Background: an optimization exercise with open tools, aiming at small area and a short achievable clock period. Do not read the settings as production practice.
Function was checked by simulation only, so behaviour that the tests miss may differ from the original.
Power is estimated from default activity; no workload was simulated.

===== design/flow/run.sh =====
#!/bin/bash
# synth_recipe.tcl (not shown) runs the flow's synth.tcl, then flattens the netlist and writes it again
# the make line also repeats each setting of config.mk as NAME=value (left out here)
make -C /OpenROAD-flow-scripts/flow DESIGN_CONFIG=/design/flow/config.mk WORK_HOME=/design/flow/orfs CLKGATE_MAP_FILE= SYNTH_SCRIPT=/design/flow/synth_recipe.tcl finish

===== design/flow/config.mk =====
export PLATFORM = sky130hd
export DESIGN_NAME = ALU
export DESIGN_NICKNAME = ALU
export VERILOG_FILES = /design/flow/design.v
export SDC_FILE = /design/flow/constraint.sdc
export NUM_CORES = 4
export LEC_CHECK = 0
export CAP_MARGIN = 20
export CORE_MARGIN = 2
export CORE_UTILIZATION = 40
export SLEW_MARGIN = 20

===== design/flow/constraint.sdc =====
create_clock -name core_clock -period 85.0 [get_ports {clk}]
set_input_delay 17.0000 -clock core_clock [delete_from_list [all_inputs] [get_ports {clk}]]
set_output_delay 17.0000 -clock core_clock [all_outputs]
set_load 0.01 [all_outputs]

===== design/flow/design.v =====
module ALU#(parameter BITS = 32,
            parameter opcode_size = 4)
        (clk, in_a, in_b, sum, carry_in, carry_out, opcode);
    input wire clk, carry_in;
    input wire [BITS-1:0] in_a;
    input wire [BITS-1:0] in_b;
    input wire [opcode_size-1:0] opcode;
    output reg [BITS-1:0] sum;
    output reg carry_out;
    always @(posedge clk) begin
        case (opcode)
            1: {carry_out, sum} <= in_a + in_b + carry_in;
            2: {carry_out, sum} <= in_a - in_b;
            3: {carry_out, sum} <= in_a * in_b;
            4: {carry_out, sum} <= (in_b == 0) ? {(BITS+1){1'b1}} : in_a / in_b;
            5: {carry_out, sum} <= in_a >> in_b;
            6: {carry_out, sum} <= in_a << in_b;
            7: {carry_out, sum} <= in_a | in_b;
            8: {carry_out, sum} <= in_a & in_b;
            9: {carry_out, sum} <= ~(in_a & in_b);
            10: {carry_out, sum} <= in_a ^ in_b;
            11: {carry_out, sum} <= in_a ^~ in_b;
            12: {carry_out, sum} <= ~(in_a | in_b);
            default:  {carry_out, sum} <= 0;
        endcase
    end
endmodule

==> results.json <==
{
  "worst_slew_pin_slew_ns": 1.20,
  "syn2layout_area_growth_pct": 23.0,
  "dp_hpwl_um": 239000,
  "arrival_ns": 82.87,
  "crit_required_ns": 85.24,
  "grt_use_total_pct": 40.1,
  "synth_compound_gate_area_share_pct": 26.7,
  "synth_xor_area_share_pct": 6.97,
  "synth_top_area_share_pct": 17.2,
  "antenna_found_initial": 26,
  "die_w_um": 381,
  "cts_buffer_depth": 2,
  "final_nets": 10216,
  "cts_sinks": 33,
  "drt_iter0_markers": 7767,
  "end_kind": "flop",
  "setup_slack_ns": 2.37,
  "ys.flop_type": "dfxtp_1",
  "syn_nets": 9285,
  "rows": 138,
  "setup_viol": 0,
  "synth_seq_cells": 33,
  "outcome": "no timing/DRC/antenna violations",
  "cap_violations": 0,
  "grt_pass1_wl_um": 436000,
  "htreeDepth": 2,
  "top_layer": "met5",
  "yosysSeqAreaShare_pct": 1.16,
  "yosysUniqueCellTypes": 120,
  "synth_common_cells": "1,005 x nand2_1, 788 x nor2_1, 781 x ha_1",
  "wire_per_inst_um": 28.0,
  "root_buffer": "clkbuf_16",
  "routed_via_density": 6.24,
  "fmax_mhz": 12.1,
  "start_util_pct": 40.2,
  "ant_nets": 0,
  "yosysMostFrequentCell": "nand2_1",
  "drive_above_1_share_pct": 19.1,
  "cellLeakagePower_nw": 33.5,
  "fin_crit_sh_pct": 97.2,
  "grt_pass1_vias": 65443,
  "synth_top_family_by_area": "adder cells",
  "cts.clk_slew.worst_paths_ns": 0.09,
  "finalMaxSlewViolations": 0,
  "critPathKind": "in -> reg",
  "avgSynthCellArea_um2": 7.11,
  "wl_met3_um": 31700,
  "cts_tree": "yes",
  "yosys.area_share.simple_pct": 21.6,
  "synth_area_leader_cell": "ha_1",
  "synthAdderAreaFrac_pct": 32.7,
  "dp_slack_ns": -4.41,
  "power_density_mw_per_mm2": 33.6,
  "fillers": 14443,
  "num_vias": 67570,
  "synth-async-reset-ratio_pct": 0,
  "utilization_pct": 49.5,
  "cp_max_fo": 16,
  "overflow": 0,
  "min_path_type": "in -> reg",
  "max-vdd-ir-drop_mv": 0.0969,
  "critPathLaunchType": "input pin",
  "synthMuxAreaShare_pct": 3.28,
  "fin_crit_ns": 82.63,
  "ios": 103,
  "dr_wl_met2_um": 129000,
  "yosys_warnings": 1,
  "numPortBuffers": 102,
  "synth_edf_count": 0,
  "slew-limit-headroom_pct": 19.7,
  "gp_congestion": 1.10,
  "slowest_stage": "or4_1",
  "cts_buffers": 5,
  "syn-cell-area_mm2": 0.0568,
  "drtPass1Iterations": 10,
  "hold_viol_final": 0,
  "cts_hold_buf": 0,
  "coreArea_mm2": 0.141,
  "wl_met1_um": 121000,
  "syn_inst": 7993,
  "die_h_um": 381,
  "cpPeakStageDelay_ns": 0.60,
  "drc": 0,
  "synth.area.top_cells": "ha_1 17%, fa_1 16%, nand2_1 6.6%",
  "grt_max_degree": 89,
  "dieArea_mm2": 0.145,
  "finalWirelength_um": 303000
}
==> report_power, final <==
part | leakage, nW | total (mW) | internal, mW | switching (mW)
sequential | 0.277 | 0.0307 | 0.0225 | 0.00822
combinational | 33.1 | 2.28 | 0.870 | 1.41
clock | 0.0938 | 0.0301 | 0.0170 | 0.0131
total | 33.5 | 2.35 | 0.910 | 1.44
==> logic make-up after synthesis <==
| kind of cell | Yosys count |
|---|---|
| AND/OR/NAND/NOR | 2699 |
| AO/OA/AOI/OAI | 2279 |
| adder cells (fa/ha/maj) | 1222 |
| buffers and inverters | 1134 |
| XOR/XNOR | 452 |
| multiplexers | 173 |
| flip-flops | 33 |
| other | 1 |
==> cell type report <==
type | count | area, µm² | area share (%)
inverter | 756 | 2840 | 4.07
clock buffer | 5 | 125 | 0.179
tap | 1890 | 2360 | 3.38
clock inverter | 3 | 65.1 | 0.0931
sequential | 33 | 661 | 0.945
timing repair buffer | 1301 | 10100 | 14.5
multi-input combinational | 6827 | 53700 | 76.8
antenna | 5 | 12.5 | 0.0179
==> worst paths after layout <==
kind	from	endpoint	slack, ns	depth (start not counted)
max	in_b[24]	sum[0]	2.37	308
min	in_b[4]	sum[12]	17.32	6
==> metrics by stage <==
step	hold WS [ns]	TNS [ns]	total power, mW	cells	instance area, µm²
floorplan	17.27	0	1.44	7993	57000
global placement	17.63	-5.46	2.19	10731	67400
detailed placement	17.64	-6.55	2.20	10731	67400
CTS	17.29	0	2.26	10750	68000
global route	17.33	-0.730	2.56	10816	69900
finish	17.32	0	2.35	10820	69900
==> worst max-delay path: cells and delay by family <==
family / cells / cell delay [ns]
AO/OA/AOI/OAI: 173 / 36.10
XOR/XNOR: 1 / 0.19
adder cells (fa/ha/maj): 31 / 8.89
buffers and inverters: 36 / 6.07
multiplexers: 5 / 1.64
AND/OR/NAND/NOR: 62 / 12.88
==> metal layers <==
metal  track usage (%)  vias up
li1                  -    30131
met5                 0        -
met3              8.39      961
met2              61.5     3737
met1              51.8    32715
met4              23.3       26
==> cell usage in the layout (no fill, tap or decap), types with 81 or more instances in the layout <==
cell type / Yosys / routed
xor2_1: 160 / 160
mux2i_1: 96 / 87
a21o_1: 203 / 199
a31oi_1: 102 / 93
o211ai_1: 91 / 91
nand2_1: 1005 / 999
inv_1: 737 / 729
fa_1: 441 / 441
a21oi_1: 522 / 473
nand3_1: 151 / 148
xnor2_1: 292 / 291
clkdlybuf4s50_1: 0 / 81
o21a_1: 145 / 137
nor2_1: 788 / 771
ha_1: 781 / 768
buf_4: 4 / 1178
nor3_1: 183 / 167
o21ai_0: 447 / 401
==> timing repair <==
item / 4_1_cts / 5_1_grt
gates cloned: 0 / 2
hold endpoints to repair: 0 / 0
resized for setup: 74 / 319
pin swaps: 8 / 101
endpoints found under the setup margin: 2 / 3
setup buffers: 11 / 63
==> registers in the layout, indices dropped and copies added, names as in the netlist <==
| register | flops |
|---|---|
| sum | 32 |
| carry_out | 1 |

## afterwards: timing with drivers on the ports
In the flow no input, the clock included, has a driving cell. The finished layout below was timed again as built, in two steps. Step 1 (the two cells are an assumption about what drives the block):
set clk [get_ports {clk}]
set_driving_cell -lib_cell sky130_fd_sc_hd__clkbuf_16 $clk
set_driving_cell -lib_cell sky130_fd_sc_hd__buf_2 [delete_from_list [all_inputs] $clk]
Step 2 adds t to the input delays and takes it off the output delays; t is the mean of the earliest and latest rising clock arrival at the registers after step 1. Input paths then give back, and output paths get back, about the clock's delay inside the block. Three values: ideal ports, drivers, drivers and shift; two values: the first two.
shift t [ns]: 0.404
setup WS [ns]: 2.371 / 2.416 / 2.012
worst hold slack (ns): 17.322 / 17.271 / 17.675
cell pins on the clock port's net: 1
After both steps this run still meets setup and hold. The setup slack of this run moves by +0.045 ns with the drivers and by -0.359 ns with both steps.
